What follows belongs to an exercise in optimizing a design on an open flow for small area; a production flow would make more cautious choices. At most, simulation tests tie the RTL to the original design; equivalence was not proved. The RTL of runs 4 to 7 was laid out without a check of its function. No activity file was given, so power comes from the tool's default toggle rates.

## flow/constraint.sdc

```tcl
create_clock -name core_clock -period 4.0 [get_ports {clk}]
set_input_delay 0.8000 -clock core_clock [delete_from_list [all_inputs] [get_ports {clk}]]
set_output_delay 0.8000 -clock core_clock [all_outputs]
set_load 0.01 [all_outputs]
```

## flow/design.v

```verilog
module Top(input clk, input reset,
    output io_in_ready,
    input  io_in_valid,
    input [31:0] io_in_bits,
    input [4:0] io_in_tag,
    input  io_out_ready,
    output io_out_valid,
    output[31:0] io_out_bits,
    output[4:0] io_out_tag,
    input  io_pcIn_valid,
    input  io_pcIn_bits_request,
    input [15:0] io_pcIn_bits_moduleId,
    input [7:0] io_pcIn_bits_portId,
    input [15:0] io_pcIn_bits_pcValue,
    input [3:0] io_pcIn_bits_pcType,
    output io_pcOut_valid,
    output io_pcOut_bits_request,
    output[15:0] io_pcOut_bits_moduleId,
    output[7:0] io_pcOut_bits_portId,
    output[15:0] io_pcOut_bits_pcValue,
    output[3:0] io_pcOut_bits_pcType);
  reg [4:0] st0, st1;
  reg [2:0] ss;
  reg lg_in, lg_out, lg_rep;
  reg recv0, recv1;
  reg [31:0] d0, d1;
  reg [4:0] t0, t1;
  wire r0 = st0 == 5'd0;
  wire r1 = st1 == 5'd0;
  wire f0 = st0 == 5'd29;
  wire f1 = st1 == 5'd29;
  wire g0 = st0 == 5'd30;
  wire g1 = st1 == 5'd30;
  wire v0 = st0 == 5'd31;
  wire v1 = st1 == 5'd31;
  wire iv0 = io_in_valid & ~(r1 & ~lg_in);
  wire iv1 = io_in_valid & (~lg_in | ~r0);
  wire fire0 = iv0 & r0;
  wire fire1 = iv1 & r1;
  assign io_in_ready = r0 | r1;
  wire ch = (v1 & ~lg_out) | ~v0;
  wire ord0 = io_out_ready & ~(v1 & ~lg_out);
  wire ord1 = io_out_ready & (~lg_out | ~v0);
  wire leave0 = v0 & ord0;
  wire leave1 = v1 & ord1;
  assign io_out_valid = v0 | v1;
  assign io_out_bits = ch ? d1 : d0;
  assign io_out_tag = ch ? t1 : t0;
  wire sv = ss == 3'd7;
  wire sr = ss == 3'd0;
  wire req = f0 | f1;
  wire rep0 = sv & lg_rep;
  wire rep1 = sv & ~lg_rep;
  wire [31:0] inc = {io_in_bits[31:1] + 31'd1, io_in_bits[0]};
  always @(posedge clk) begin
    if (reset) begin
      st0 <= 5'd0;
      st1 <= 5'd0;
      ss <= 3'd0;
      lg_in <= 1'b0;
      lg_out <= 1'b0;
      lg_rep <= 1'b0;
    end else begin
      if (r0) begin
        if (fire0) st0 <= 5'd5;
      end else if (!(g0 & ~(rep0 | recv0)) && !(v0 & ~ord0))
        st0 <= st0 + 5'd1;
      if (r1) begin
        if (fire1) st1 <= 5'd5;
      end else if (!(g1 & ~(rep1 | recv1)) && !(v1 & ~ord1))
        st1 <= st1 + 5'd1;
      if (sr) begin
        if (req) ss <= 3'd3;
      end else
        ss <= ss + 3'd1;
      if (io_in_valid & (r0 | r1)) lg_in <= (r1 & ~lg_in) | ~r0;
      if ((v0 | v1) & io_out_ready) lg_out <= ch;
      if (sv) lg_rep <= ~lg_rep;
    end
    recv0 <= f0 & rep0;
    recv1 <= f1 & rep1;
    if (fire0) begin d0 <= inc; t0 <= io_in_tag; end
    if (fire1) begin d1 <= inc; t1 <= io_in_tag; end
  end
  reg [15:0] is0, os0, is1, os1, iss;
  reg pv1, pq1, pv2, pq2, pv3, pq3;
  reg [15:0] pm1, pm2, pm3, pval1, pval2, pval3;
  reg [7:0] pp1, pp2, pp3;
  reg [3:0] pt1, pt2, pt3;
  wire hit1 = io_pcIn_valid & io_pcIn_bits_request & (io_pcIn_bits_moduleId == 16'd3);
  wire clr1 = io_pcIn_valid & io_pcIn_bits_request & (io_pcIn_bits_pcType == 4'd2);
  wire hit2 = pv1 & pq1 & (pm1 == 16'd4);
  wire clr2 = pv1 & pq1 & (pt1 == 4'd2);
  wire hit3 = pv2 & pq2 & (pm2 == 16'd5);
  wire clr3 = pv2 & pq2 & (pt2 == 4'd2);
  wire [15:0] p_is0, p_os0, p_is1, p_os1, p_iss;
  assign p_is0[0] = 1'b1;
  assign p_os0[0] = 1'b1;
  assign p_is1[0] = 1'b1;
  assign p_os1[0] = 1'b1;
  assign p_iss[0] = 1'b1;
  genvar k;
  generate
    for (k = 1; k < 16; k = k + 1) begin : carry
      assign p_is0[k] = p_is0[k-1] & is0[k-1];
      assign p_os0[k] = p_os0[k-1] & os0[k-1];
      assign p_is1[k] = p_is1[k-1] & is1[k-1];
      assign p_os1[k] = p_os1[k-1] & os1[k-1];
      assign p_iss[k] = p_iss[k-1] & iss[k-1];
    end
  endgenerate
  wire [15:0] c_is0 = p_is0 & {16{iv0 & ~r0}};
  wire [15:0] c_os0 = p_os0 & {16{v0 & ~ord0}};
  wire [15:0] c_is1 = p_is1 & {16{iv1 & ~r1}};
  wire [15:0] c_os1 = p_os1 & {16{v1 & ~ord1}};
  wire [15:0] c_iss = p_iss & {16{req & ~sr}};
  wire port1_0 = io_pcIn_bits_portId == 8'd1;
  wire port1_1 = pp1 == 8'd1;
  wire port1_2 = pp2 == 8'd1;
  always @(posedge clk) begin
    if (reset) begin
      pv1 <= 1'b0;
      pv2 <= 1'b0;
      pv3 <= 1'b0;
    end else begin
      pv1 <= io_pcIn_valid;
      pv2 <= pv1;
      pv3 <= pv2;
    end
    pq1 <= io_pcIn_bits_request & ~hit1;
    pm1 <= io_pcIn_bits_moduleId;
    pp1 <= io_pcIn_bits_portId;
    pt1 <= io_pcIn_bits_pcType;
    pval1 <= ({16{hit1 & port1_0}} & is0) | ({16{hit1 & ~port1_0}} & os0) | ({16{~hit1}} & io_pcIn_bits_pcValue);
    pq2 <= pq1 & ~hit2;
    pm2 <= pm1;
    pp2 <= pp1;
    pt2 <= pt1;
    pval2 <= ({16{hit2 & port1_1}} & is1) | ({16{hit2 & ~port1_1}} & os1) | ({16{~hit2}} & pval1);
    pq3 <= pq2 & ~hit3;
    pm3 <= pm2;
    pp3 <= pp2;
    pt3 <= pt2;
    pval3 <= ({16{hit3 & port1_2}} & iss) | ({16{~hit3}} & pval2);
    is0 <= (is0 ^ c_is0) & {16{~(reset | clr1)}};
    os0 <= (os0 ^ c_os0) & {16{~(reset | clr1)}};
    is1 <= (is1 ^ c_is1) & {16{~(reset | clr2)}};
    os1 <= (os1 ^ c_os1) & {16{~(reset | clr2)}};
    iss <= (iss ^ c_iss) & {16{~(reset | clr3)}};
  end
  assign io_pcOut_valid = pv3;
  assign io_pcOut_bits_request = pq3;
  assign io_pcOut_bits_moduleId = pm3;
  assign io_pcOut_bits_portId = pp3;
  assign io_pcOut_bits_pcValue = pval3;
  assign io_pcOut_bits_pcType = pt3;
endmodule
```

## flow/standard.sh

```bash
#!/bin/bash
# synth_recipe.tcl (not shown) runs the flow's synth.tcl, then flattens the netlist and writes it again
# the make line also repeats each setting of config.mk as NAME=value (left out here)
make -C /OpenROAD-flow-scripts/flow DESIGN_CONFIG=/design/flow/config.mk WORK_HOME=/design/flow/orfs CLKGATE_MAP_FILE= SYNTH_SCRIPT=/design/flow/synth_recipe.tcl "${@:-finish}"
```

## flow/flow/run.sh

```bash
#!/bin/bash
set -euo pipefail
export BUFFER_PORTS_ARGS="-buffer_cell sky130_fd_sc_hd__buf_1"
bash standard.sh > standard.log 2>&1
```

## flow/config.mk

```make
export PLATFORM = sky130hd
export DESIGN_NAME = Top
export DESIGN_NICKNAME = Top
export VERILOG_FILES = /design/flow/design.v
export SDC_FILE = /design/flow/constraint.sdc
export NUM_CORES = 4
export LEC_CHECK = 0
export CAP_MARGIN = 20
export CORE_MARGIN = 2
export CORE_UTILIZATION = 60
export CTS_CLUSTER_DIAMETER = 100
export CTS_CLUSTER_SIZE = 30
export SLEW_MARGIN = 20
```

==> results of run 1 <==
layout make-up:
class	count	area (um^2)	area share
clock buffer	19	390	0.0294
tap	265	332	0.0249
multi-input combinational	647	4750	0.357
timing repair buffer	181	717	0.0539
sequential	310	6950	0.522
inverter	38	143	0.0107
clock inverter	1	20.0	0.00151
how the worst max path moves through the flow:
stage / from / to / slack [ns] / depth (start not counted)
2_1_floorplan: st1[0] / st1[1] / 0.75 / 6
3_5_place_dp: st1[1] / io_out_tag[1] / 1.0 / 8
3_3_place_gp: st1[1] / io_out_tag[4] / 1.10 / 8
4_1_cts: st1[1] / io_out_tag[1] / 0.42 / 8
5_1_grt: st1[1] / io_out_bits[21] / 0.28 / 8
6_report: st1[1] / io_out_tag[1] / 0.44 / 8
per-layer routing:
metal / global-route usage / wire (um)
met5: 0 / 11
met4: 0.0515 / 502
met3: 0.0355 / 1050
met2: 0.393 / 11900
met1: 0.302 / 11100
power by group:
| part | internal [uW] | switching, uW |
|---|---|---|
| registers | 3600 | 152 |
| clock network | 706 | 931 |
| logic | 337 | 555 |
| total | 4640 | 1640 |
cell families (layout without fill, tap and decap cells):
| group | count (synthesis) | after routing | synth area share |
|---|---|---|---|
| buf+inv | 71 | 239 | 0.0243 |
| compound gates | 167 | 167 | 0.0913 |
| simple gates | 306 | 306 | 0.148 |
| fa+ha+maj | 19 | 19 | 0.0199 |
| mux | 111 | 111 | 0.104 |
| xor+xnor | 44 | 44 | 0.0322 |
| flops | 310 | 310 | 0.581 |
worst register-to-register path, delay by kind of cell (launching register included):
family	cells	cell delay, ns
simple gates	3	1.57
fa+ha+maj	2	0.54
flops	1	0.41
compound gates	2	0.31
cell usage in the layout, fill, tap and decap left out, drive strengths merged, types with 24 or more instances in the layout:
cell / instances
a21oi: 61
buf: 181
dfxtp: 236
edfxtp: 74
inv: 39
mux2: 102
nand2: 54
nand3: 35
nor2: 27
nor4: 25
o21ai: 27
o31ai: 24
or4: 27
xnor2: 30
through the flow:
stage / hold slack (ns) / util / setup slack (ns) / cell area, um^2 / std cells
2_1_floorplan: 0.322 / - / 0.755 / 12000 / 1028
3_3_place_gp: 0.328 / 0.660 / 1.10 / 12900 / 1441
3_5_place_dp: 0.331 / 0.660 / 0.998 / 12900 / 1441
4_1_cts: 0.342 / 0.681 / 0.422 / 13300 / 1461
5_1_grt: 0.351 / 0.681 / 0.281 / 13300 / 1461
6_report: 0.340 / 0.681 / 0.442 / 13300 / 1461
==> metrics.md, run 1 <==
| Metric | Value |
|---|---|
| Vias in the first global route | `7864` |
| Initial Utilization | `0.613` |
| Max_cap viols | `0` |
| First drt pass iteration count | `5` |
| Post-CTS Hold Buffers | `0` |
| CP max-delay cell | `dfxtp_1` |
| Period minus WS final | `3.56 ns` |
| CP Capture Type | `primary output` |
| Total number of vias | `8195` |
| Syn Area/Cell | `11.6 um^2` |
| VDD IR max | `around 380 uV` |
| CP startpoint kind | `flip-flop` |
| Fmax achieved | `between 200 and 300 MHz` |
| Cell Chain, Critical Path | `ha_1 > and3_1 > ha_1 > nand2b_1 > nand2_1 > buf_4 > mux2_2 > buf_1` |
| X dimension of the die | `145 um` |
| CTS Sinks | `310` |
| Postcts setup bufs | `0` |
| Largest net degree at the start of global routing | `40` |
| Final period utilization | `0.889` |
| Unique cell type count in the Yosys netlist | `between 50 and 60` |
| WHS Endpoint | `pt2[1]` |
| Synth area leaders | `dfxtp_1 39%, edfxtp_1 19%, mux2_2 9.6%` |
| CTS tree | `yes` |
| Clk latency of the worst-skew pair | `approximately 0.5 ns` |
| Largest regs | `d0 x32, d1 x32` |
| Die Y | `roughly 150 um` |
| Cell Area, Synth | `approximately 12000 um^2` |
| Min-Delay Path Class | `reg2reg` |
| Kind of critical path | `reg2out` |
| Final hold viol count | `0` |
| Reg2reg start | `st0[1]` |
| CTS buffer count | `14` |
| Worst slew margin | `0.380` |
| Ports | `between 150 and 200` |
| CTS H-tree depth | `1` |
| Worst reg2reg path depth | `7` |
| Total power | `6280 uW` |
| Status | `no timing/DRC/antenna violations` |
| P&R area growth vs syn | `11.1%` |
| EDFF count, synth | `between 70 and 80` |
| Clock Path Buffers | `3` |
| Biggest area consumer among synthesized cells | `dfxtp_1` |
| Synth Net Count | `1134` |
| Core area | `19500 um^2` |
| Die ar. | `approximately 21000 um^2` |
| Mapped Cells | `roughly 1000` |
| DP HPWL | `about 18000 um` |
| Slew Limit Fails | `0` |
| Drt wl/cell | `~17 um` |
| CP Buf/Inv Count | `2` |
| Max incr delay on CP | `a little over 0.4 ns` |
| Reg-to-reg critical path endpoint | `os1[14]` |
| Hold path depth | `0` |
| Main synth FF type | `dfxtp_1` |
| Clock skew | `0.0291 ns` |
| Hold Path Origin | `pt1[1]` |
| Share of the synthesized area in the top cell type | `0.395` |
| Yosys warns | `1` |
| Most used cell, CP | `ha_1` |
| Async S/R FF share, synth | `0` |
| Fill count | `approximately 1500` |
| I/O Buffers | `between 150 and 200` |
| R2R Setup Slk | `about 1.1 ns` |
| Fraction of the yosys area taken by sequential cells | `0.581` |
| Worst-path maximum fanout | `37` |
| Worst-path clk slew | `between 0.1 and 0.15 ns` |
| Delay-heaviest family, CP | `buffers and inverters` |
| Via density | `roughly 5.6` |
| Resized Gates After CTS | `0` |
| Actual slew at the worst max-slew pin | `~0.93 ns` |
| Setup tns final | `0 ns` |
| GR Overflow Total | `0` |
| Fin nets | `around 1300` |
| Leakage power | `~0.0046 uW` |
| Total GRT Usage | `0.227` |
| # rows | `51` |
| Top-count cell post-synth | `dfxtp_1` |
| RSZ-0062 raised after global routing | `false` |
| Drt drc | `0` |
| Final setup vio count | `0` |
| First-pass GRT wire length | `roughly 39000 um` |
| Iteration-0 DRC Markers | `around 450` |
| Initial antenna violation count | `1` |
| Final GP Congestion | `approximately 0.83` |
| Ant. Diodes | `0` |
| Critical Path RT | `between 3 and 4 ns` |
| Post-synth top cells | `236 x dfxtp_1, 102 x mux2_2, 74 x edfxtp_1, 61 x a21oi_1, 54 x nand2_1` |
| Detailed Route WL | `approximately 25000 um` |
| Clk Tree Root Cell | `clkbuf_16` |
| Seq cells post-synth | `310` |
| Power per cell area | `between 400 and 500 nW/um^2` |
| Post-route ant nets | `0` |
| Share of cells above drive strength 1 | `0.118` |
| CP arrival | `about 2.8 ns` |
==> run 2: changes to the inputs <==
--- a/flow/config.mk
+++ b/flow/config.mk
@@ -10,4 +10,5 @@
 export CORE_UTILIZATION = 60
-export CTS_CLUSTER_DIAMETER = 100
-export CTS_CLUSTER_SIZE = 30
+export CTS_BUF_LIST = sky130_fd_sc_hd__clkbuf_8
+export CTS_CLUSTER_DIAMETER = 60
+export CTS_CLUSTER_SIZE = 15
 export SLEW_MARGIN = 20
==> run 2 against run 1 <==
Compared with the run above:
- still clean
- synthesized area did not move
- power fell by 1.2%
- first-iteration DRC count fell by 14%
- global-route usage rose by 0.24 points
- clock skew fell by 0.0043 ns
- clock-buffer cell count rose by 7
- routed wire length barely moved
- critical path depth did not move
- via count rose by 0.68%
- die area did not move
==> metrics.md, run 2 <==
| Metric | Value |
|---|---|
| Status | `no timing/DRC/antenna violations` |
| Post-CTS Hold Buffers | `0 (unchanged)` |
| Worst-path maximum fanout | `37 (unchanged)` |
| Share of cells above drive strength 1 | `0.129 (+0.0106)` |
| Post-route ant nets | `0 (unchanged)` |
| Hold Path Origin | `pp1[0]` |
| CTS tree | `yes` |
| Worst reg2reg path depth | `7 (unchanged)` |
| Detailed Route WL | `24500 um (about the same)` |
| Commonest non-fill, non-tap cell in the layout | `dfxtp_1` |
| Kind of critical path | `reg2out` |
| Min-Delay Path Class | `reg2reg` |
| Seq cells post-synth | `310 (unchanged)` |
| Placed inst area | `12900 um^2 (unchanged)` |
| Final hold viol count | `0 (unchanged)` |
| First drt pass iteration count | `4 (-1)` |
| CTS buffer count | `25 (+11)` |
| Fmax achieved | `277 MHz (-1.3%)` |
| R2R Setup Slk | `1.11 ns (about the same)` |
| Drt wl/cell | `16.6 um (-1.1%)` |
| Critical Path RT | `3.20 ns (about the same)` |
| Min Hold Slack | `0.345 ns (+0.00472 ns)` |
| Hold path depth | `0 (unchanged)` |
| Syn Area/Cell | `11.6 um^2 (unchanged)` |
| Most frequent cells in the layout | `236 x dfxtp_1, 171 x buf_1, 102 x mux2_2` |
| Leakage power | `0.00468 uW (+0.63%)` |
| Yosys warns | `1 (unchanged)` |
| CP arrival | `2.80 ns (+0.04 ns)` |
| Share of the synthesized area in the top cell type | `0.395 (unchanged)` |
| Largest regs | `d0 x32, d1 x32` |
| Fraction of the yosys area taken by sequential cells | `0.581 (unchanged)` |
| DP HPWL | `17800 um (unchanged)` |
| Synth Net Count | `1134 (unchanged)` |
| Final instance area | `13300 um^2 (about the same)` |
| Drt drc | `0 (unchanged)` |
| P&R area growth vs syn | `11.2% (about the same)` |
| Synth area leaders | `dfxtp_1 39%, edfxtp_1 19%, mux2_2 9.6%` |
| Total GRT Usage | `0.230 (+0.00245)` |
| Iteration-0 DRC Markers | `386 (-14%)` |
| Largest net degree at the start of global routing | `40 (unchanged)` |
| Final GP Congestion | `0.833 (unchanged)` |
| Total number of vias | `8251 (+0.68%)` |
| Ant. Diodes | `0 (unchanged)` |
| Clock Path Buffers | `3 (unchanged)` |
| Reg-to-reg critical path endpoint | `os1[14]` |
| Power per cell area | `467 nW/um^2 (-1.2%)` |
| Async S/R FF share, synth | `0 (unchanged)` |
| Clk Tree Root Cell | `clkbuf_8` |
| Via density | `5.58 (-0.54%)` |
| Die ar. | `21100 um^2 (unchanged)` |
| Main synth FF type | `dfxtp_1` |
| CP Capture Type | `primary output` |
| CTS H-tree depth | `1 (unchanged)` |
| Die Y | `145 um (unchanged)` |
| X dimension of the die | `145 um (unchanged)` |
| Worst-path clk slew | `0.10 ns (about the same)` |
| I/O Buffers | `171 (unchanged)` |
| Setup tns final | `0 ns (unchanged)` |
| Unique cell type count in the Yosys netlist | `58 (unchanged)` |
| Cell Area, Synth | `12000 um^2 (unchanged)` |
| WHS Endpoint | `pp2[0]` |
| Actual slew at the worst max-slew pin | `0.954 ns (+0.0256 ns)` |
| CTS Sinks | `310 (unchanged)` |
| GR Overflow Total | `0 (unchanged)` |
| RSZ-0062 raised after global routing | `false` |
| # rows | `51 (unchanged)` |
| Layout Utilization | `0.682 (about the same)` |
| VDD IR max | `252 uV (-33%)` |
| First-pass GRT wire length | `40000 um (+1.3%)` |
| Fill count | `1548 (+0.45%)` |
| Initial antenna violation count | `1 (unchanged)` |
| Core area | `19500 um^2 (unchanged)` |
| EDFF count, synth | `74 (unchanged)` |
| Ports | `172 (unchanged)` |
| Final setup vio count | `0 (unchanged)` |
| Vias in the first global route | `8021 (+2.0%)` |
| Postcts setup bufs | `0 (unchanged)` |
| Mapped Cells | `1028 (unchanged)` |
| Period minus WS final | `3.60 ns (+0.0470 ns)` |
| Clk latency of the worst-skew pair | `0.56 ns (+0.06 ns)` |
| Reg2reg start | `st0[1]` |
| Global Route met3 Usage | `0.0415 (+0.00597)` |
| CP startpoint kind | `flip-flop` |
| Slew Limit Fails | `0 (unchanged)` |
| GRT busiest layer | `met2` |
| Grt met2 use | `0.397 (+0.00403)` |
| Post-synth top cells | `236 x dfxtp_1, 102 x mux2_2, 74 x edfxtp_1, 61 x a21oi_1, 54 x nand2_1` |
| Fin nets | `1309 (+0.85%)` |
| Top-count cell post-synth | `dfxtp_1` |
| Biggest area consumer among synthesized cells | `dfxtp_1` |
| M1 GR Usage | `0.301 (-0.00103)` |
| Clock skew | `0.0249 ns (-0.00425 ns)` |
| Initial Utilization | `0.613 (unchanged)` |
| Final period utilization | `0.901 (+0.0117)` |
| Resized Gates After CTS | `0 (unchanged)` |
| Worst slew margin | `0.363 (-0.0171)` |
| Max_cap viols | `0 (unchanged)` |
## run 2: cell counts after synthesis
Identical to the previous run, type by type.
## run 2: logic make-up after synthesis
logic type               after synthesis  share of synthesized area
AO/OA/AOI/OAI                        167                     0.0913
AND/OR/NAND/NOR                      306                      0.148
buffers and inverters                 71                     0.0243
XOR/XNOR                              44                     0.0322
flip-flops                           310                      0.581
adder cells (fa/ha/maj)               19                     0.0199
multiplexers                         111                      0.104
## run 2: worst max-delay path, stage by stage, from the launching register on
cell      delay (ns)
dfxtp_1         0.40
ha_1            0.20
and3_1          0.17
ha_1            0.26
nand2b_1        0.15
nand2_1         0.09
buf_4           0.41
mux2_2          0.40
buf_1           0.13
## run 2: cell type report
| class | instances | area [um^2] | share of cell area |
|---|---|---|---|
| clock buffers | 26 | 358 | 0.0269 |
| well taps | 265 | 332 | 0.0249 |
| clock inverters | 12 | 61.3 | 0.00461 |
| repair buffers | 181 | 717 | 0.0539 |
| flip-flops and latches | 310 | 6950 | 0.522 |
| multi-input cells | 647 | 4750 | 0.357 |
| inverters | 38 | 143 | 0.0107 |
## run 2: how the worst max path moves through the flow
stage                 from         endpoint  slack [ns]  cells after the start
detailed placement  st1[1]    io_out_tag[1]         1.0                      8
global placement    st1[1]    io_out_tag[4]        1.10                      8
floorplan           st1[0]           st1[1]        0.75                      6
CTS                 st1[1]    io_out_tag[1]        0.34                      8
global route        st1[1]  io_out_bits[21]        0.21                      8
finish              st1[0]    io_out_tag[1]        0.40                      8
## run 2: routing by layer
layer / up-vias / wire length (um)
met5: - / 11
met4: 2 / 488
met3: 38 / 1260
met2: 183 / 11900
met1: 3859 / 10800
li1: 4169 / -
## run 2: per-stage QoR
step | cells | setup slack (ns) | total power, uW
floorplan | 1028 | 0.755 | 4380
global placement | 1441 | 1.10 | 4700
detailed placement | 1441 | 0.998 | 4720
CTS | 1479 | 0.343 | 6290
global route | 1479 | 0.212 | 6530
finish | 1479 | 0.395 | 6210
## run 2: where the power goes
group | internal (uW) | leakage [uW] | switching (uW) | total [uW]
Sequential | 3600 | 0.00264 | 151 | 3750
Clock | 603 | 0.000229 | 965 | 1570
Combinational | 337 | 0.00180 | 554 | 891
Total | 4540 | 0.00468 | 1670 | 6210
==> run 3: changes to the inputs <==
==> flow/run.sh (new file) <==
#!/bin/bash
# synth_recipe.tcl (not shown) runs the flow's synth.tcl, then flattens the netlist and writes it again
# the make line also repeats each setting of config.mk as NAME=value (left out here)
make -C /OpenROAD-flow-scripts/flow DESIGN_CONFIG=/design/flow/config.mk WORK_HOME=/design/flow/orfs CLKGATE_MAP_FILE= SYNTH_SCRIPT=/design/flow/synth_recipe.tcl finish
--- a/flow/config.mk
+++ b/flow/config.mk
@@ -9,6 +9,3 @@
 export CORE_MARGIN = 2
-export CORE_UTILIZATION = 60
-export CTS_BUF_LIST = sky130_fd_sc_hd__clkbuf_8
-export CTS_CLUSTER_DIAMETER = 60
-export CTS_CLUSTER_SIZE = 15
+export CORE_UTILIZATION = 40
 export SLEW_MARGIN = 20
removed: flow/flow/run.sh
removed: flow/standard.sh
==> run 3 against run 2 <==
Compared with the run above:
- core utilization shrank 17 points
- sequential power is essentially flat
- final cell count grew 9.7%
- non-clock buffer count shrank 2
- cell area grew 14%
- synthesized cell count is the same
- critical path depth is the same
- setup slack lost 0.12 ns
- critical path type unchanged
- critical endpoint is now io_out_bits[23]
==> metrics.md, run 3 <==
| Metric | Value |
|---|---|
| Status | `no timing/DRC/antenna violations` |
| Final period utilization | `0.932 (+0.0307)` |
| Core area | `29600 um^2 (+51%)` |
| Reg2reg start | `st0[0]` |
| Biggest area consumer among synthesized cells | `dfxtp_1` |
| First-pass GRT wire length | `43800 um (+9.6%)` |
| Final hold viol count | `0 (unchanged)` |
| Drt drc | `0 (unchanged)` |
| Layout Utilization | `0.512 (-0.170)` |
| Die Y | `177 um (+22%)` |
| Largest net degree at the start of global routing | `38 (-5.0%)` |
| VDD IR max | `316 uV (+26%)` |
| Max_cap viols | `0 (unchanged)` |
| CTS buffer count | `31 (+24%)` |
| Initial antenna violation count | `2 (+1)` |
| Synth Net Count | `1134 (unchanged)` |
| Async S/R FF share, synth | `0 (unchanged)` |
| Most frequent cells in the layout | `236 x dfxtp_1, 171 x clkdlybuf4s50_1, 102 x mux2_2` |
| Non-Filler Instances | `1623 (+9.7%)` |
| Hold path depth | `0 (unchanged)` |
| Final setup vio count | `0 (unchanged)` |
| P&R area growth vs syn | `26.4%` |
| Vias in the first global route | `7939 (-1.0%)` |
| CP Capture Type | `primary output` |
| Detailed Route WL | `28200 um (+15%)` |
| Worst reg2reg path depth | `7 (unchanged)` |
| Leakage power | `0.00541 uW (+16%)` |
| Via density | `5.17 (-7.3%)` |
| Actual slew at the worst max-slew pin | `1.00 ns (+0.0456 ns)` |
| Top-count cell post-synth | `dfxtp_1` |
| Fmax achieved | `268 MHz (-3.3%)` |
| Post-CTS Hold Buffers | `0 (unchanged)` |
| Unique cell type count in the Yosys netlist | `58 (unchanged)` |
| CP arrival | `2.93 ns (+0.13 ns)` |
| Dpl cells | `1564 (+8.5%)` |
| Total GRT Usage | `0.177 (-0.0523)` |
| Die ar. | `31300 um^2 (+48%)` |
| X dimension of the die | `177 um (+22%)` |
| Worst-path maximum fanout | `37 (unchanged)` |
| Synth area leaders | `dfxtp_1 39%, edfxtp_1 19%, mux2_2 9.6%` |
| Commonest non-fill, non-tap cell in the layout | `dfxtp_1` |
| Clk Tree Root Cell | `clkbuf_16` |
| Period minus WS final | `3.73 ns (+0.123 ns)` |
| Iteration-0 DRC Markers | `482 (+25%)` |
| Total number of vias | `8397 (+1.8%)` |
| Power per cell area | `507 nW/um^2 (+8.7%)` |
| Cell Area, Synth | `12000 um^2 (unchanged)` |
| Share of the synthesized area in the top cell type | `0.395 (unchanged)` |
| Fraction of the yosys area taken by sequential cells | `0.581 (unchanged)` |
| CTS Sinks | `310 (unchanged)` |
| Mapped Cells | `1028 (unchanged)` |
| Initial Utilization | `0.405 (-0.208)` |
| CTS tree | `yes` |
| Cell Chain, Critical Path | `ha_1 > and3_1 > ha_2 > nand2b_1 > nand2_1 > buf_12 > mux2_2 > clkdlybuf4s50_1` |
| EDFF count, synth | `74 (unchanged)` |
| Yosys warns | `1 (unchanged)` |
| # rows | `63 (+24%)` |
| Main synth FF type | `dfxtp_1` |
| WHS Endpoint | `pt2[2]` |
| Clk latency of the worst-skew pair | `0.55 ns (about the same)` |
| RSZ-0062 raised after global routing | `false` |
| Seq cells post-synth | `310 (unchanged)` |
| Largest regs | `d0 x32, d1 x32` |
| CTS H-tree depth | `1 (unchanged)` |
| First drt pass iteration count | `5 (+1)` |
| CP max-delay cell | `clkdlybuf4s50_1` |
| I/O Buffers | `171 (unchanged)` |
| Max incr delay on CP | `0.48 ns (+0.07 ns)` |
| Worst slew margin | `0.324 (-0.0392)` |
| Hold Path Origin | `pt1[2]` |
| Min Hold Slack | `0.344 ns (-0.000620 ns)` |
| Reg-to-reg critical path endpoint | `os1[15]` |
| GR Overflow Total | `0 (unchanged)` |
| Share of cells above drive strength 1 | `0.141 (+0.0128)` |
| Kind of critical path | `reg2out` |
| Post-route ant nets | `0 (unchanged)` |
| CP startpoint kind | `flip-flop` |
| Fin nets | `1313 (+0.31%)` |
| Clock skew | `0.0106 ns (-0.0143 ns)` |
| Clock Path Buffers | `3 (unchanged)` |
| Drt wl/cell | `17.4 um (+4.7%)` |
| Min-Delay Path Class | `reg2reg` |
| Critical Path RT | `3.20 ns (about the same)` |
| Setup tns final | `0 ns (unchanged)` |
| DP HPWL | `20900 um (+17%)` |
| Ports | `172 (unchanged)` |
| Slew Limit Fails | `0 (unchanged)` |
| Worst-path clk slew | `0.06 ns (-0.04 ns)` |
| R2R Setup Slk | `1.09 ns (-0.02 ns)` |
| Syn Area/Cell | `11.6 um^2 (unchanged)` |
| Final GP Congestion | `0.823 (-1.2%)` |
| Post-synth top cells | `236 x dfxtp_1, 102 x mux2_2, 74 x edfxtp_1, 61 x a21oi_1, 54 x nand2_1` |
## run 3: logic make-up (layout without fill, tap and decap cells)
kind of cell               count (synthesis)  in the layout  synth area share
other                                      0              2                 0
buffers and inverters                     71            274            0.0243
adders and majority gates                 19             19            0.0199
and+or+nand+nor                          306            306             0.148
muxes                                    111            111             0.104
DFF                                      310            310             0.581
AOI/OAI and AO/OA                        167            167            0.0913
xor gates and xnor gates                  44             44            0.0322
## run 3: how the worst max path moves through the flow
stage	start	end	slack [ns]	cells after the start
after floorplan	st1[0]	st1[1]	0.75	6
after global placement	st1[1]	io_out_bits[6]	0.72	8
after detailed placement	st1[1]	io_out_bits[23]	0.61	8
after CTS	st1[1]	io_out_bits[23]	0.006	8
after global routing	st1[0]	io_out_bits[23]	0.06	8
final	st1[1]	io_out_bits[23]	0.27	8
## run 3: report_power, final
group	internal, uW	total, uW	switching (uW)
sequential	3610	3760	157
clock	1610	2780	1170
combinational	548	1130	580
total	5770	7670	1910
## run 3: metal layers
layer | routed length (um) | track usage | vias to the layer above
met5 | 0 | 0 | -
met4 | 427 | 0.0375 | 0
met3 | 1500 | 0.0292 | 29
met2 | 13400 | 0.300 | 197
met1 | 12800 | 0.238 | 3980
li1 | - | - | 4191
## run 3: layout make-up
class	instances	area, um^2
clock inverter	10	86.3
sequential	310	6950
tap	390	488
multi-input combinational	647	4760
clock buffer	47	900
timing repair buffer	179	1800
antenna	2	5.00
inverter	38	143
fill	2644	14400
## run 3: per-stage QoR
stage | worst slack [ns] | power, uW | area, um^2
after global routing | 0.0640 | 8010 | 15100
after floorplan | 0.755 | 4380 | 12000
after detailed placement | 0.608 | 4960 | 14100
after global placement | 0.717 | 4950 | 14100
after CTS | 0.00650 | 7750 | 15100
final | 0.272 | 7670 | 15100
## run 3: repair_timing
| action | CTS | global route |
|---|---|---|
| endpoints found under the setup margin | 0 | 37 |
| gates resized for setup | 0 | 5 |
| buffers inserted | 0 | 0 |
## run 3: worst max-delay path, delay by kind of cell (launching register included)
family,cells,cell delay [ns]
fa+ha+maj,2,0.46
buf+inv,2,0.70
flops,1,0.39
mux,1,0.37
simple gates,3,0.43
==> run 4: changes to the inputs <==
--- a/flow/design.v
+++ b/flow/design.v
@@ -53,3 +53,11 @@
   wire rep1 = sv & ~lg_rep;
-  wire [31:0] inc = {io_in_bits[31:1] + 31'd1, io_in_bits[0]};
+  wire [31:0] icy;
+  assign icy[1:0] = 2'b11;
+  genvar j;
+  generate
+    for (j = 2; j < 32; j = j + 1) begin : incc
+      assign icy[j] = icy[j-1] & io_in_bits[j-1];
+    end
+  endgenerate
+  wire [31:0] inc = {io_in_bits[31:1] ^ icy[31:1], io_in_bits[0]};
   always @(posedge clk) begin
==> flow/flow/run.sh (new file) <==
#!/bin/bash
set -euo pipefail
export BUFFER_PORTS_ARGS="-buffer_cell sky130_fd_sc_hd__buf_1"
bash standard.sh > standard.log 2>&1
==> flow/standard.sh (new file) <==
#!/bin/bash
# synth_recipe.tcl (not shown) runs the flow's synth.tcl, then flattens the netlist and writes it again
# the make line also repeats each setting of config.mk as NAME=value (left out here)
make -C /OpenROAD-flow-scripts/flow DESIGN_CONFIG=/design/flow/config.mk WORK_HOME=/design/flow/orfs CLKGATE_MAP_FILE= SYNTH_SCRIPT=/design/flow/synth_recipe.tcl "${@:-finish}"
--- a/flow/config.mk
+++ b/flow/config.mk
@@ -9,3 +9,5 @@
 export CORE_MARGIN = 2
-export CORE_UTILIZATION = 40
+export CORE_UTILIZATION = 60
+export CTS_CLUSTER_DIAMETER = 100
+export CTS_CLUSTER_SIZE = 30
 export SLEW_MARGIN = 20
removed: flow/run.sh
==> run 4 against run 3 <==
Compared with the run above:
- the layout now fails its checks (setup timing)
- die area is 34% lower
- synthesized cell count is 7.2% lower
- cell area is 11% lower
- hold slack hardly changed
- via count is 6.7% lower
- sequential power hardly changed
==> metrics.md, run 4 <==
| Metric | Value |
|---|---|
| Status | `finished with violations` |
| Fail Reasons | `setup timing` |
| Worst slew margin | `0.307 (-0.0167)` |
| Worst-path maximum fanout | `2 (-95%)` |
| Final period utilization | `1.33 (+0.394)` |
| # rows | `51 (-19%)` |
| Final setup vio count | `18 (+18)` |
| Grt met2 use | `0.389 (+0.0891)` |
| EDFF count, synth | `74 (unchanged)` |
| Syn Area/Cell | `12.3 um^2 (+5.3%)` |
| Drt drc | `0 (unchanged)` |
| Post-CTS Hold Buffers | `0 (unchanged)` |
| Async S/R FF share, synth | `0 (unchanged)` |
| Largest regs | `d0 x32, d1 x32` |
| Post-route ant nets | `0 (unchanged)` |
| Min-Delay Path Class | `reg2reg` |
| Dpl cells | `1363 (-13%)` |
| Global Route met3 Usage | `0.0317 (+0.00245)` |
| CP Buf/Inv Count | `1 (-1)` |
| Most used cell, CP | `ha_4` |
| Ant. Diodes | `0 (-2)` |
| Detailed Route WL | `23300 um (-17%)` |
| Ports | `172 (unchanged)` |
| Share of the synthesized area in the top cell type | `0.404 (+0.00904)` |
| Largest net degree at the start of global routing | `41 (+7.9%)` |
| Max_cap viols | `0 (unchanged)` |
| Postcts setup bufs | `0 (unchanged)` |
| Die ar. | `20600 um^2 (-34%)` |
| CP Capture Type | `flip-flop` |
| CP arrival | `5.55 ns (+2.62 ns)` |
| Seq cells post-synth | `310 (unchanged)` |
| Die Y | `144 um (-19%)` |
| Clock skew | `0.0277 ns (+0.0172 ns)` |
| Synth area leaders | `dfxtp_1 40%, edfxtp_1 19%, mux2_2 9.8%` |
| Drt wl/cell | `16.9 um (-2.9%)` |
| Mapped Cells | `954 (-7.2%)` |
| Most frequent cells in the layout | `236 x dfxtp_1, 169 x buf_1, 102 x mux2_2` |
| Period minus WS final | `5.30 ns (+1.57 ns)` |
| Commonest non-fill, non-tap cell in the layout | `dfxtp_1` |
| Leakage power | `0.00462 uW (-15%)` |
| Initial Utilization | `0.607 (+0.202)` |
| DP HPWL | `16600 um (-20%)` |
| M1 GR Usage | `0.297 (+0.0583)` |
| CP startpoint kind | `input pin` |
| Total number of vias | `7838 (-6.7%)` |
| Non-Filler Instances | `1385 (-15%)` |
| Actual slew at the worst max-slew pin | `1.04 ns (+0.0391 ns)` |
| Worst setup margin | `-1.30 ns (-1.57 ns)` |
| GR Overflow Total | `0 (unchanged)` |
| Total GRT Usage | `0.224 (+0.0466)` |
| First drt pass iteration count | `5 (unchanged)` |
| Max incr delay on CP | `0.17 ns (-0.31 ns)` |
| Main synth FF type | `dfxtp_1` |
| Initial antenna violation count | `0 (-2)` |
| Synth Net Count | `1088 (-4.1%)` |
| Fraction of the yosys area taken by sequential cells | `0.594 (+0.0133)` |
| Fmax achieved | `189 MHz (-30%)` |
| Via density | `5.66 (+9.4%)` |
| Clk Tree Root Cell | `clkbuf_16` |
| Slew Limit Fails | `0 (unchanged)` |
| Final GP Congestion | `0.772 (-6.2%)` |
| CTS H-tree depth | `1 (unchanged)` |
| Share of cells above drive strength 1 | `0.156 (+0.0149)` |
| CTS Sinks | `310 (unchanged)` |
| Biggest area consumer among synthesized cells | `dfxtp_1` |
| CTS buffer count | `14 (-55%)` |
| Yosys warns | `1 (unchanged)` |
| P&R area growth vs syn | `14.7%` |
| Core area | `19300 um^2 (-35%)` |
| VDD IR max | `404 uV (+28%)` |
| Vias in the first global route | `7397 (-6.8%)` |
| CP max-delay cell | `xor2_2` |
| Critical Path RT | `4.24 ns (+1.04 ns)` |
| Top-count cell post-synth | `dfxtp_1` |
| First-pass GRT wire length | `36900 um (-16%)` |
| Power per cell area | `466 nW/um^2 (-8.1%)` |
| Delay-heaviest family, CP | `adder cells` |
| Kind of critical path | `in2reg` |
| Final hold viol count | `0 (unchanged)` |
| Iteration-0 DRC Markers | `386 (-20%)` |
| GRT busiest layer | `met2` |
| CTS tree | `yes` |
| Fin nets | `1249 (-4.9%)` |
| Clock Path Buffers | `3 (unchanged)` |
| Unique cell type count in the Yosys netlist | `54 (-6.9%)` |
| Clk latency of the worst-skew pair | `0.49 ns (-0.06 ns)` |
| Min Hold Slack | `0.345 ns (+0.000305 ns)` |
| Post-synth top cells | `236 x dfxtp_1, 102 x mux2_2, 74 x edfxtp_1, 67 x a21oi_1, 47 x ha_1` |
| Cell Area, Synth | `11700 um^2 (-2.2%)` |
| Worst-path clk slew | `0.11 ns (+0.05 ns)` |
| RSZ-0062 raised after global routing | `true` |
| X dimension of the die | `144 um (-19%)` |
| I/O Buffers | `171 (unchanged)` |
run 4: changes by cell type in the layout (fill, tap and decap cells not counted), moves of 8 or more:
| cell | previous run | this run |
|---|---|---|
| ha_4 | 0 | 29 |
| nor3_1 | 18 | 1 |
| clkdlybuf4s50_1 | 171 | 0 |
| nand3_1 | 35 | 26 |
| xor2_1 | 14 | 4 |
| nor4_1 | 23 | 14 |
| buf_1 | 0 | 169 |
| clkbuf_16 | 31 | 15 |
| nand2_1 | 54 | 34 |
| nand2b_1 | 16 | 8 |
| xnor2_1 | 30 | 13 |
| inv_1 | 38 | 27 |
run 4: through the flow:
step	power, uW	util	TNS, ns	setup slack (ns)	area (um^2)
2_1_floorplan	4350	-	-18.89	-1.56	12100
3_3_place_gp	4660	0.673	-23.78	-1.79	13000
3_5_place_dp	4690	0.673	-25.32	-1.88	13000
4_1_cts	6310	0.696	-12.77	-1.31	13400
5_1_grt	6540	0.696	-13.61	-1.36	13400
6_report	6260	0.696	-12.66	-1.30	13400
run 4: logic make-up after synthesis:
kind of cell / share of synthesized area
compound gates: 0.0967
xor+xnor: 0.0135
fa+ha+maj: 0.0503
buf+inv: 0.0212
flops: 0.594
mux: 0.102
simple gates: 0.123
run 4: power breakdown:
part	switching [uW]	internal, uW
sequential	134	3600
combinational	543	335
clock	934	711
run 4: layer usage:
layer  vias up  share of wire
met3        26          0.045
met1      3758           0.44
li1       3888              -
met5         -              0
met4         0          0.017
met2       166           0.49
run 4: cell type report:
type                    count  area, um^2
repair buffers            179         721
clock buffers              20         394
multi-input cells         583        4900
well taps                 265         332
flip-flops and latches    310        6950
inverters                  27         101
clock inverters             1        20.0
fillers                  1524        5850
run 4: timing repair:
action                     4_1_cts  5_1_grt
pin swaps                        2        0
setup endpoints to repair       18       18
resized for setup                5        1
run 4: worst reg2reg max path, delay by kind of cell, from the launching register on:
kind	cells	cell delay [ns]
AO/OA/AOI/OAI	2	0.37
adder cells (fa/ha/maj)	2	0.54
flip-flops	1	0.44
AND/OR/NAND/NOR	3	1.21
run 4: worst paths after layout:
path,slack (ns),to,startpoint,cells past startpoint
worst max-delay path,-1.30,d1[31],io_in_bits[1],31
worst min-delay path,0.34,pm3[2],pm2[2],0
worst min register to register,0.34,pm3[2],pm2[2],0
worst max register to register,1.38,os1[15],st0[0],7
==> run 5: changes to the inputs <==
--- a/flow/design.v
+++ b/flow/design.v
@@ -53,11 +53,3 @@
   wire rep1 = sv & ~lg_rep;
-  wire [31:0] icy;
-  assign icy[1:0] = 2'b11;
-  genvar j;
-  generate
-    for (j = 2; j < 32; j = j + 1) begin : incc
-      assign icy[j] = icy[j-1] & io_in_bits[j-1];
-    end
-  endgenerate
-  wire [31:0] inc = {io_in_bits[31:1] ^ icy[31:1], io_in_bits[0]};
+  wire [31:0] inc = {io_in_bits[31:1] + 31'd1, io_in_bits[0]};
   always @(posedge clk) begin
@@ -103,26 +95,2 @@
   wire clr3 = pv2 & pq2 & (pt2 == 4'd2);
-  wire [15:0] p_is0, p_os0, p_is1, p_os1, p_iss;
-  assign p_is0[0] = 1'b1;
-  assign p_os0[0] = 1'b1;
-  assign p_is1[0] = 1'b1;
-  assign p_os1[0] = 1'b1;
-  assign p_iss[0] = 1'b1;
-  genvar k;
-  generate
-    for (k = 1; k < 16; k = k + 1) begin : carry
-      assign p_is0[k] = p_is0[k-1] & is0[k-1];
-      assign p_os0[k] = p_os0[k-1] & os0[k-1];
-      assign p_is1[k] = p_is1[k-1] & is1[k-1];
-      assign p_os1[k] = p_os1[k-1] & os1[k-1];
-      assign p_iss[k] = p_iss[k-1] & iss[k-1];
-    end
-  endgenerate
-  wire [15:0] c_is0 = p_is0 & {16{iv0 & ~r0}};
-  wire [15:0] c_os0 = p_os0 & {16{v0 & ~ord0}};
-  wire [15:0] c_is1 = p_is1 & {16{iv1 & ~r1}};
-  wire [15:0] c_os1 = p_os1 & {16{v1 & ~ord1}};
-  wire [15:0] c_iss = p_iss & {16{req & ~sr}};
-  wire port1_0 = io_pcIn_bits_portId == 8'd1;
-  wire port1_1 = pp1 == 8'd1;
-  wire port1_2 = pp2 == 8'd1;
   always @(posedge clk) begin
@@ -141,3 +109,3 @@
     pt1 <= io_pcIn_bits_pcType;
-    pval1 <= ({16{hit1 & port1_0}} & is0) | ({16{hit1 & ~port1_0}} & os0) | ({16{~hit1}} & io_pcIn_bits_pcValue);
+    pval1 <= hit1 ? ((io_pcIn_bits_portId == 8'd1) ? is0 : os0) : io_pcIn_bits_pcValue;
     pq2 <= pq1 & ~hit2;
@@ -146,3 +114,3 @@
     pt2 <= pt1;
-    pval2 <= ({16{hit2 & port1_1}} & is1) | ({16{hit2 & ~port1_1}} & os1) | ({16{~hit2}} & pval1);
+    pval2 <= hit2 ? ((pp1 == 8'd1) ? is1 : os1) : pval1;
     pq3 <= pq2 & ~hit3;
@@ -151,8 +119,21 @@
     pt3 <= pt2;
-    pval3 <= ({16{hit3 & port1_2}} & iss) | ({16{~hit3}} & pval2);
-    is0 <= (is0 ^ c_is0) & {16{~(reset | clr1)}};
-    os0 <= (os0 ^ c_os0) & {16{~(reset | clr1)}};
-    is1 <= (is1 ^ c_is1) & {16{~(reset | clr2)}};
-    os1 <= (os1 ^ c_os1) & {16{~(reset | clr2)}};
-    iss <= (iss ^ c_iss) & {16{~(reset | clr3)}};
+    pval3 <= hit3 ? ((pp2 == 8'd1) ? iss : 16'd0) : pval2;
+    if (reset | clr1) begin
+      is0 <= 16'd0;
+      os0 <= 16'd0;
+    end else begin
+      if (iv0 & ~r0) is0 <= is0 + 16'd1;
+      if (v0 & ~ord0) os0 <= os0 + 16'd1;
+    end
+    if (reset | clr2) begin
+      is1 <= 16'd0;
+      os1 <= 16'd0;
+    end else begin
+      if (iv1 & ~r1) is1 <= is1 + 16'd1;
+      if (v1 & ~ord1) os1 <= os1 + 16'd1;
+    end
+    if (reset | clr3)
+      iss <= 16'd0;
+    else if (req & ~sr)
+      iss <= iss + 16'd1;
   end
==> flow/run.sh (new file) <==
#!/bin/bash
# synth_recipe.tcl (not shown) runs the flow's synth.tcl, then flattens the netlist and writes it again
# the make line also repeats each setting of config.mk as NAME=value (left out here)
make -C /OpenROAD-flow-scripts/flow DESIGN_CONFIG=/design/flow/config.mk WORK_HOME=/design/flow/orfs CLKGATE_MAP_FILE= SYNTH_SCRIPT=/design/flow/synth_recipe.tcl finish
--- a/flow/config.mk
+++ b/flow/config.mk
@@ -9,5 +9,3 @@
 export CORE_MARGIN = 2
-export CORE_UTILIZATION = 60
-export CTS_CLUSTER_DIAMETER = 100
-export CTS_CLUSTER_SIZE = 30
+export CORE_UTILIZATION = 40
 export SLEW_MARGIN = 20
removed: flow/flow/run.sh
removed: flow/standard.sh
==> run 5 against run 4 <==
Compared with the run above:
- the run now finishes clean
- clock skew fell by 0.0096 ns
- clock power rose by 89%
- die area rose by 54%
- synthesized area rose by 3.9%
- synthesized cell count rose by 11%
- maximum frequency rose by 40%
- power rose by 29%
- register-to-register slack barely moved
- routed wire length rose by 19%
- clock-buffer cell count rose by 28
- combinational power rose by 37%
- sequential cell count did not move
- largest power group unchanged
- highest routed layer unchanged
==> metrics.md, run 5 <==
| Metric | Value |
|---|---|
| Status | `no timing/DRC/antenna violations` |
| CP startpoint kind | `flip-flop` |
| Cell Area, Synth | `12200 um^2 (+3.9%)` |
| RSZ-0062 raised after global routing | `false` |
| Async S/R FF share, synth | `0 (unchanged)` |
| XOR/XNOR Fraction of Synth Area | `0.0403 (+0.0269)` |
| Clk latency of the worst-skew pair | `0.51 ns (+0.02 ns)` |
| Top-count cell post-synth | `dfxtp_1` |
| Fill count | `2618 (+72%)` |
| Postcts setup bufs | `0 (unchanged)` |
| Post-Synth Simple-Gate Area | `0.145 (+0.0218)` |
| Final hold viol count | `0 (unchanged)` |
| Share of the synthesized area in the top cell type | `0.389 (-0.0153)` |
| Dpl cells | `1589 (+17%)` |
| Synth Net Count | `1163 (+6.9%)` |
| Unique cell type count in the Yosys netlist | `60 (+11%)` |
| I/O Buffers | `171 (unchanged)` |
| CP max-delay cell | `clkdlybuf4s50_1` |
| Actual slew at the worst max-slew pin | `1.06 ns (+0.0234 ns)` |
| EDFF count, synth | `74 (unchanged)` |
| CTS buffer count | `36 (+22)` |
| Min Hold Slack | `0.341 ns (-0.00334 ns)` |
| Post-Synth Adder-Cell Area | `0.0196 (-0.0307)` |
| Drt wl/cell | `16.8 um (about the same)` |
| Non-Filler Instances | `1652 (+19%)` |
| Power per cell area | `522 nW/um^2 (+12%)` |
| Worst slew margin | `0.292 (-0.0156)` |
| Synth area leaders | `dfxtp_1 39%, edfxtp_1 18%, mux2_2 9.5%` |
| Fraction of the yosys area taken by sequential cells | `0.571 (-0.0225)` |
| Die ar. | `31800 um^2 (+54%)` |
| Final GP Congestion | `0.788 (+2.1%)` |
| Seq cells post-synth | `310 (unchanged)` |
| Detailed Route WL | `27800 um (+19%)` |
| Critical Path RT | `3.20 ns (-1.04 ns)` |
| Worst-path clk slew | `0.06 ns (-0.05 ns)` |
| CTS H-tree depth | `2 (+1)` |
| GR Overflow Total | `0 (unchanged)` |
| Post-route ant nets | `0 (unchanged)` |
| CTS Sinks | `310 (unchanged)` |
| Final setup vio count | `0 (-18)` |
| Initial antenna violation count | `2 (+2)` |
| Die Y | `178 um (+24%)` |
| CP Capture Type | `primary output` |
| Max_cap viols | `0 (unchanged)` |
| Slew Limit Fails | `0 (unchanged)` |
| VDD IR max | `319 uV (-21%)` |
| Max incr delay on CP | `0.48 ns (+0.31 ns)` |
| Clk Tree Root Cell | `clkbuf_16` |
| Clock skew | `0.0181 ns (-0.00961 ns)` |
| Share of cells above drive strength 1 | `0.144 (-0.0127)` |
| Total GRT Usage | `0.174 (-0.0501)` |
| Setup tns final | `0 ns (+12.66 ns)` |
| Initial Utilization | `0.408 (-0.199)` |
| Post-synthesis compound-gate area fraction | `0.0842 (-0.0125)` |
| Fin nets | `1344 (+7.6%)` |
| Leakage power | `0.00547 uW (+19%)` |
| Most used cell, CP | `ha_1` |
| Mapped Cells | `1057 (+11%)` |
| Period minus WS final | `3.79 ns (-1.51 ns)` |
| CP Buf/Inv Count | `2 (+1)` |
| Kind of critical path | `reg2out` |
| Largest net degree at the start of global routing | `40 (-2.4%)` |
| Delay-heaviest family, CP | `buffers and inverters` |
| Worst-path maximum fanout | `37 (+35)` |
| Min-Delay Path Class | `reg2reg` |
| Biggest area consumer among synthesized cells | `dfxtp_1` |
| Most frequent cells in the layout | `236 x dfxtp_1, 171 x clkdlybuf4s50_1, 103 x mux2_2` |
| # rows | `63 (+24%)` |
| CP arrival | `2.99 ns (-2.56 ns)` |
| Main synth FF type | `dfxtp_1` |
| Ports | `172 (unchanged)` |
| CTS tree | `yes` |
| Total number of vias | `8541 (+9.0%)` |
| Yosys warns | `1 (unchanged)` |
| Core area | `29800 um^2 (+55%)` |
| Syn Area/Cell | `11.5 um^2 (-6.2%)` |
| DP HPWL | `19900 um (+20%)` |
| First drt pass iteration count | `7 (+2)` |
| Clock Path Buffers | `3 (unchanged)` |
| Largest regs | `d0 x32, d1 x32` |
| Iteration-0 DRC Markers | `461 (+19%)` |
| Final period utilization | `0.948 (-0.378)` |
| X dimension of the die | `178 um (+24%)` |
| Cell Chain, Critical Path | `ha_1 > and3_1 > ha_1 > nand2b_1 > nand2_1 > buf_12 > mux2_2 > clkdlybuf4s50_1` |
| Post-synth top cells | `236 x dfxtp_1, 103 x mux2_2, 74 x edfxtp_1, 60 x nand2_1, 56 x a21oi_1` |
| First-pass GRT wire length | `43500 um (+18%)` |
| Fmax achieved | `264 MHz (+40%)` |
| Mux cell area share after synthesis | `0.114 (+0.0119)` |
| Drt drc | `0 (unchanged)` |
| Largest family of logic cells by synthesized area | `simple AND/OR/NAND/NOR gates` |
| P&R area growth vs syn | `27.0%` |
| Commonest non-fill, non-tap cell in the layout | `dfxtp_1` |
| Via density | `5.17 (-8.6%)` |
| Vias in the first global route | `8276 (+12%)` |
-- run 5: cell count changes after synthesis, moves of 11 or more --
cell / previous run / this run
xnor2_1: 13 / 42
ha_1: 47 / 19
nand2_1: 34 / 60
nand3_1: 26 / 47
mux2i_1: 4 / 22
nor2_1: 24 / 41
a22o_1: 16 / 0
inv_1: 27 / 41
a21oi_1: 67 / 56
-- run 5: path summary, 6_finish.rpt --
check	slack, ns	end	startpoint	cells past startpoint
worst max register to register	1.37	is0[13]	st1[0]	6
worst min-delay path	0.34	pp3[1]	pp2[1]	0
worst max-delay path	0.21	io_out_bits[28]	st1[1]	8
worst min register to register	0.34	pp3[1]	pp2[1]	0
-- run 5: stage by stage --
step / total power [uW] / setup WS, ns / instance area, um^2 / util
floorplan: 4430 / 0.715 / 12200 / -
global placement: 5020 / 0.663 / 14300 / 0.480
detailed placement: 5030 / 0.568 / 14300 / 0.480
CTS: 8150 / 0.0964 / 15400 / 0.517
global route: 8420 / 0.0211 / 15400 / 0.518
finish: 8060 / 0.208 / 15400 / 0.518
-- run 5: cell families (layout without fill, tap and decap cells) --
logic type	count (synthesis)	in the layout
AO/OA/AOI/OAI	155	155
multiplexers	125	125
AND/OR/NAND/NOR	312	312
buffers and inverters	80	284
flip-flops	310	310
XOR/XNOR	56	56
other	0	1
adder cells (fa/ha/maj)	19	19
-- run 5: where the power goes --
| part | leakage [uW] | switching (uW) | total, uW | internal [uW] |
|---|---|---|---|---|
| clock network | 0.000550 | 1240 | 3100 | 1860 |
| registers | 0.00264 | 164 | 3750 | 3590 |
| logic | 0.00228 | 651 | 1200 | 553 |
-- run 5: area by class of cell --
type / count / area, um^2 / share of cell area
timing repair buffer: 182 / 1810 / 0.117
antenna: 1 / 2.50 / 0.000162
multi-input combinational: 667 / 4930 / 0.319
inverter: 41 / 154 / 0.00996
tap: 390 / 488 / 0.0316
clock inverter: 13 / 131 / 0.00850
sequential: 310 / 6950 / 0.450
clock buffer: 48 / 986 / 0.0638
-- run 5: per-layer routing --
| layer | vias up | wire (um) | global-route usage |
|---|---|---|---|
| li1 | 4254 | - | - |
| met1 | 4052 | 12600 | 0.226 |
| met2 | 192 | 13200 | 0.293 |
| met3 | 43 | 1430 | 0.0343 |
| met4 | 0 | 593 | 0.0518 |
| met5 | - | 0 | 0 |
-- run 5: what timing repair did --
action / in CTS / in global routing
resized for setup: 1 / 3
setup endpoints to repair: 2 / 37
hold buffers: 0 / 0
==> run 6: changes to the inputs <==
--- a/flow/config.mk
+++ b/flow/config.mk
@@ -10,2 +10,3 @@
 export CORE_UTILIZATION = 40
+export CTS_BUF_LIST = sky130_fd_sc_hd__clkbuf_4
 export SLEW_MARGIN = 20
==> run 6 against run 5 <==
Compared with the run above:
- register-to-register slack improved by 0.02 ns
- sequential share of layout area rose by 0.43 points
- clock skew increased by 0.038 ns
- die area stayed put
- maximum frequency increased by 0.16%
- via count up 3.5%
==> metrics.md, run 6 <==
| Metric | Value |
|---|---|
| Main synth FF type | `dfxtp_1` |
| P&R area growth vs syn | `25.9%` |
| Clk Tree Root Cell | `clkbuf_4` |
| Initial Utilization | `0.408 (unchanged)` |
| Die Y | `178 um (unchanged)` |
| Top-count cell post-synth | `dfxtp_1` |
| CTS buffer count | `81 (+130%)` |
| Biggest area consumer among synthesized cells | `dfxtp_1` |
| Postcts setup bufs | `0 (unchanged)` |
| CP Capture Type | `primary output` |
| Post-synth top cells | `236 x dfxtp_1, 103 x mux2_2, 74 x edfxtp_1, 60 x nand2_1, 56 x a21oi_1` |
| Drt drc | `0 (unchanged)` |
| Total GRT Usage | `0.178 (+0.00406)` |
| Worst setup startpoint | `st1[1]` |
| # rows | `63 (unchanged)` |
| Min-Delay Path Class | `reg2reg` |
| GR Overflow Total | `0 (unchanged)` |
| Die ar. | `31800 um^2 (unchanged)` |
| Most used cell, CP | `ha_1` |
| CTS Sinks | `310 (unchanged)` |
| Delay-heaviest family, CP | `buffers and inverters` |
| Setup tns final | `0 ns (unchanged)` |
| Initial antenna violation count | `3 (+1)` |
| Final period utilization | `0.946 (-0.00155)` |
| EDFF count, synth | `74 (unchanged)` |
| Detailed Route WL | `28500 um (+2.3%)` |
| Share of the synthesized area in the top cell type | `0.389 (unchanged)` |
| Max incr delay on CP | `0.48 ns (about the same)` |
| CP max-delay cell | `clkdlybuf4s50_1` |
| Reg2reg start | `st1[0]` |
| Max_cap viols | `0 (unchanged)` |
| Synth area leaders | `dfxtp_1 39%, edfxtp_1 18%, mux2_2 9.5%` |
| First drt pass iteration count | `4 (-3)` |
| Clock Path Buffers | `3 (unchanged)` |
| Worst-path maximum fanout | `18 (-51%)` |
| Ports | `172 (unchanged)` |
| I/O Buffers | `171 (unchanged)` |
| Mapped Cells | `1057 (unchanged)` |
| Power per cell area | `493 nW/um^2 (-5.5%)` |
| Syn Area/Cell | `11.5 um^2 (unchanged)` |
| Post-route ant nets | `0 (unchanged)` |
| Total number of vias | `8836 (+3.5%)` |
| Leakage power | `0.00549 uW (+0.34%)` |
| Most frequent cells in the layout | `234 x dfxtp_1, 171 x clkdlybuf4s50_1, 108 x clkbuf_4` |
| Clock skew | `0.0564 ns (+0.0383 ns)` |
| Post-CTS Hold Buffers | `0 (unchanged)` |
| Unique cell type count in the Yosys netlist | `60 (unchanged)` |
| Worst-path clk slew | `0.07 ns (about the same)` |
| X dimension of the die | `178 um (unchanged)` |
| CTS H-tree depth | `3 (+1)` |
| Hold Path Origin | `pm1[9]` |
| Yosys warns | `1 (unchanged)` |
| Drt wl/cell | `16.6 um (-1.6%)` |
| Final setup vio count | `0 (unchanged)` |
| Hold path depth | `0 (unchanged)` |
| DP HPWL | `19900 um (unchanged)` |
| RSZ-0062 raised after global routing | `false` |
| Commonest non-fill, non-tap cell in the layout | `dfxtp_1` |
| Layout Utilization | `0.514 (-0.00470)` |
| Clk latency of the worst-skew pair | `0.70 ns (+0.19 ns)` |
| Async S/R FF share, synth | `0 (unchanged)` |
| Iteration-0 DRC Markers | `413 (-10%)` |
| Slew Limit Fails | `0 (unchanged)` |
| Core area | `29800 um^2 (unchanged)` |
| Worst reg2reg path depth | `6 (unchanged)` |
| Largest net degree at the start of global routing | `40 (unchanged)` |
| Final GP Congestion | `0.788 (unchanged)` |
| First-pass GRT wire length | `44200 um (+1.6%)` |
| VDD IR max | `253 uV (-21%)` |
| Fin nets | `1390 (+3.4%)` |
| Actual slew at the worst max-slew pin | `1.05 ns (-0.0132 ns)` |
| Cell Area, Synth | `12200 um^2 (unchanged)` |
| Period minus WS final | `3.79 ns (-0.00619 ns)` |
| Worst slew margin | `0.301 (+0.00879)` |
| CP Buf/Inv Count | `2 (unchanged)` |
| CTS tree | `yes` |
| Seq cells post-synth | `310 (unchanged)` |
| Vias in the first global route | `8654 (+4.6%)` |
| Fmax achieved | `264 MHz (+0.16%)` |
| Worst path depth | `8 (unchanged)` |
| Final hold viol count | `0 (unchanged)` |
| Cell Chain, Critical Path | `ha_1 > and3_1 > ha_1 > nand2b_2 > nand2_4 > clkbuf_16 > mux2_2 > clkdlybuf4s50_1` |
| Synth Net Count | `1163 (unchanged)` |
| Status | `no timing/DRC/antenna violations` |
| Via density | `5.15 (-0.46%)` |
| CP arrival | `2.99 ns (about the same)` |
| Fraction of the yosys area taken by sequential cells | `0.571 (unchanged)` |
| Critical Path RT | `3.20 ns (about the same)` |
| Largest regs | `d0 x32, d1 x32` |
| Kind of critical path | `reg2out` |
| Share of cells above drive strength 1 | `0.189 (+0.0459)` |
| CP startpoint kind | `flip-flop` |
[run 6: cell counts after synthesis]
Identical to the previous run, type by type.
[run 6: worst reg2reg max path, delay by kind of cell, from the launching register on]
| family | cells | cell delay, ns |
|---|---|---|
| AOI/OAI and AO/OA | 3 | 1.24 |
| and+or+nand+nor | 1 | 0.65 |
| DFF | 1 | 0.34 |
| adders and majority gates | 1 | 0.18 |
| buffers and inverters | 1 | 0.10 |
[run 6: routing by layer]
layer	wire (um)	global-route usage	vias up
met2	13600	0.295	222
met4	675	0.0718	0
met5	0	0	-
li1	-	-	4381
met1	12600	0.222	4179
met3	1530	0.0437	54
[run 6: path summary, 6_finish.rpt]
check,end,slack [ns]
min reg2reg,pm2[9],0.33
min,pm2[9],0.33
max reg2reg,is0[5],1.39
max,io_out_bits[1],0.21
[run 6: area by class of cell]
type	instances	area, um^2
clock buffer	108	811
tap	390	488
inverter	41	154
sequential	310	6950
timing repair buffer	183	1840
fill	2697	14500
multi-input combinational	667	4940
clock inverter	16	126
antenna	2	5.00
[run 6: what timing repair did]
item	CTS	global route
setup endpoints to repair	37	37
gates resized for setup	4	4
cloned	0	1
[run 6: report_power, final]
| group | switching (uW) | internal, uW | total (uW) |
|---|---|---|---|
| logic | 657 | 555 | 1210 |
| registers | 165 | 3590 | 3760 |
| clock network | 1220 | 1360 | 2580 |
[run 6: kinds of logic after synthesis]
kind of cell	synth area share
fa+ha+maj	0.0196
mux	0.114
compound gates	0.0842
flops	0.571
xor+xnor	0.0403
simple gates	0.145
buf+inv	0.0263
[run 6: stage by stage]
| stage | hold WS (ns) | instances | total power, uW | instance area [um^2] | worst slack, ns |
|---|---|---|---|---|---|
| 5_1_grt | 0.325 | 1716 | 7960 | 15300 | 0.0524 |
| 4_1_cts | 0.320 | 1713 | 7660 | 15200 | 0.0476 |
| 2_1_floorplan | 0.322 | 1057 | 4430 | 12200 | 0.715 |
| 6_report | 0.333 | 1717 | 7550 | 15300 | 0.214 |
| 3_3_place_gp | 0.330 | 1589 | 5020 | 14300 | 0.663 |
| 3_5_place_dp | 0.329 | 1589 | 5030 | 14300 | 0.568 |
==> run 7: changes to the inputs <==
--- a/flow/config.mk
+++ b/flow/config.mk
@@ -7,2 +7,3 @@
 export LEC_CHECK = 0
+export ABC_AREA = 1
 export CAP_MARGIN = 20
@@ -10,3 +11,2 @@
 export CORE_UTILIZATION = 40
-export CTS_BUF_LIST = sky130_fd_sc_hd__clkbuf_4
 export SLEW_MARGIN = 20
==> run 7 against run 6 <==
Compared with the run above:
- sequential power about the same
- setup slack better by 0.093 ns
- still clean on timing, DRC and antenna
- critical path depth up 2
- maximum frequency increased by 2.5%
- highest routed layer is now met5
- critical path type unchanged
==> metrics.md, run 7 <==
| Metric | Value |
|---|---|
| Status | `no timing/DRC/antenna violations` |
| First-pass GRT wire length | `52000 um (+18%)` |
| First drt pass iteration count | `5 (+1)` |
| Biggest area consumer among synthesized cells | `dfxtp_1` |
| Critical Path RT | `3.20 ns (about the same)` |
| Via density | `4.85 (-5.8%)` |
| CP arrival | `2.89 ns (-0.10 ns)` |
| Final period utilization | `0.923 (-0.0233)` |
| I/O Buffers | `171 (unchanged)` |
| Detailed Route WL | `32200 um (+13%)` |
| Final GP Congestion | `0.878 (+11%)` |
| Post-Synth Simple-Gate Area | `0.306 (+0.161)` |
| Multi-input logic area | `5230 um^2 (+6.0%)` |
| DP HPWL | `24200 um (+22%)` |
| Clock Path Buffers | `3 (unchanged)` |
| Share of the synthesized area in the top cell type | `0.368 (-0.0207)` |
| P&R area growth vs syn | `25.4%` |
| Mux cell area share after synthesis | `0 (-0.114)` |
| Largest regs | `d0 x32, d1 x32` |
| Share of cells above drive strength 1 | `0.0583 (-0.131)` |
| Die ar. | `33600 um^2 (+5.5%)` |
| Hold Path Origin | `pm2[10]` |
| CP Capture Type | `primary output` |
| CTS Sinks | `310 (unchanged)` |
| Period minus WS final | `3.69 ns (-0.0931 ns)` |
| Non-Filler Instances | `2202 (+28%)` |
| Synth area leaders | `dfxtp_1 37%, edfxtp_1 17%, nand2_1 16%` |
| Top-count cell post-synth | `nand2_1` |
| Initial Utilization | `0.407 (-0.00106)` |
| CTS tree | `yes` |
| # rows | `65 (+3.2%)` |
| Clk Tree Root Cell | `clkbuf_16` |
| Iteration-0 DRC Markers | `680 (+65%)` |
| Setup tns final | `0 ns (unchanged)` |
| Post-synthesis compound-gate area fraction | `0.0574 (-0.0268)` |
| Synth Net Count | `1697 (+46%)` |
| Yosys warns | `1 (unchanged)` |
| Syn Area/Cell | `8.07 um^2 (-30%)` |
| Commonest non-fill, non-tap cell in the layout | `nand2_1` |
| Actual slew at the worst max-slew pin | `0.800 ns (-0.249 ns)` |
| Final hold viol count | `0 (unchanged)` |
| Die Y | `183 um (+2.7%)` |
| Ant. Diodes | `0 (-2)` |
| Final setup vio count | `0 (unchanged)` |
| CP startpoint kind | `flip-flop` |
| Postcts setup bufs | `0 (unchanged)` |
| CTS H-tree depth | `2 (-1)` |
| Fin nets | `1881 (+35%)` |
| Fraction of the yosys area taken by sequential cells | `0.541 (-0.0304)` |
-- run 7: cell count changes in the layout (fill, tap and decap cells not counted), sizes merged, moves of 21 or more --
cell    delta
nand2    +478
mux2i     -22
nor2     +161
or4       -22
nand3     +48
clkbuf    -65
or3       -21
xnor2     -27
o21ai     +46
inv       +91
mux2     -103
-- run 7: cells by family (layout without fill, tap and decap cells) --
kind of cell,Yosys count,in the layout
AND/OR/NAND/NOR,920,920
adder cells (fa/ha/maj),19,19
XOR/XNOR,36,36
flip-flops,310,310
buffers and inverters,166,375
AO/OA/AOI/OAI,140,140
-- run 7: repair_timing --
item | in CTS | in global routing
endpoints found under the hold margin | 0 | 0
endpoints found under the setup margin | 0 | 3
gates resized for setup | 0 | 3
-- run 7: through the flow --
step	hold slack, ns	setup slack (ns)	power (uW)
2_1_floorplan	0.322	1.50	4470
3_3_place_gp	0.334	0.832	5060
3_5_place_dp	0.336	0.746	5050
4_1_cts	0.348	0.178	8210
5_1_grt	0.349	0.0789	8510
6_report	0.349	0.307	8120
-- run 7: path summary, 6_finish.rpt --
path                                       end  depth (start not counted)
worst max register to register          os0[9]                         13
worst min register to register         pm3[10]                          0
worst max-delay path            io_out_bits[3]                         10
worst min-delay path                   pm3[10]                          0
-- run 7: cell type report --
cell class                      instances  share of cell area
Multi-Input combinational cell       1115               0.325
Timing Repair Buffer                  182               0.112
Tap cell                              402              0.0312
Sequential cell                       310               0.431
Clock buffer                           45              0.0586
Inverter                              131              0.0307
Clock inverter                         17              0.0112
-- run 7: critical path, stage by stage (launching register included) --
cell	delay [ns]
dfxtp_1	0.40
ha_1	0.20
inv_1	0.04
nor2_1	0.10
ha_1	0.23
inv_1	0.11
a21oi_4	0.26
buf_6	0.30
nand2_1	0.10
nand2_1	0.08
clkdlybuf4s50_1	0.53
-- run 7: power by group --
group | internal [uW] | leakage [uW] | total [uW] | switching [uW]
sequential | 3600 | 0.00264 | 3790 | 180
clock | 1870 | 0.000557 | 3130 | 1260
combinational | 498 | 0.00316 | 1210 | 709
-- run 7: per-layer routing --
layer,up-vias,routed length [um],track usage
met5,-,17,0
met4,2,854,0.0637
met3,56,2130,0.0411
met2,285,14800,0.321
met1,4830,14400,0.250
li1,5507,-,-

Re-timed with assumed drivers on the ports (clkbuf_16 on the clock, buf_2 on other inputs), run 7 has 0.257 ns of setup slack against 0.307 ns with ideal ports, and 0.812 ns once port delays also move by the mid clock arrival of 0.555 ns.
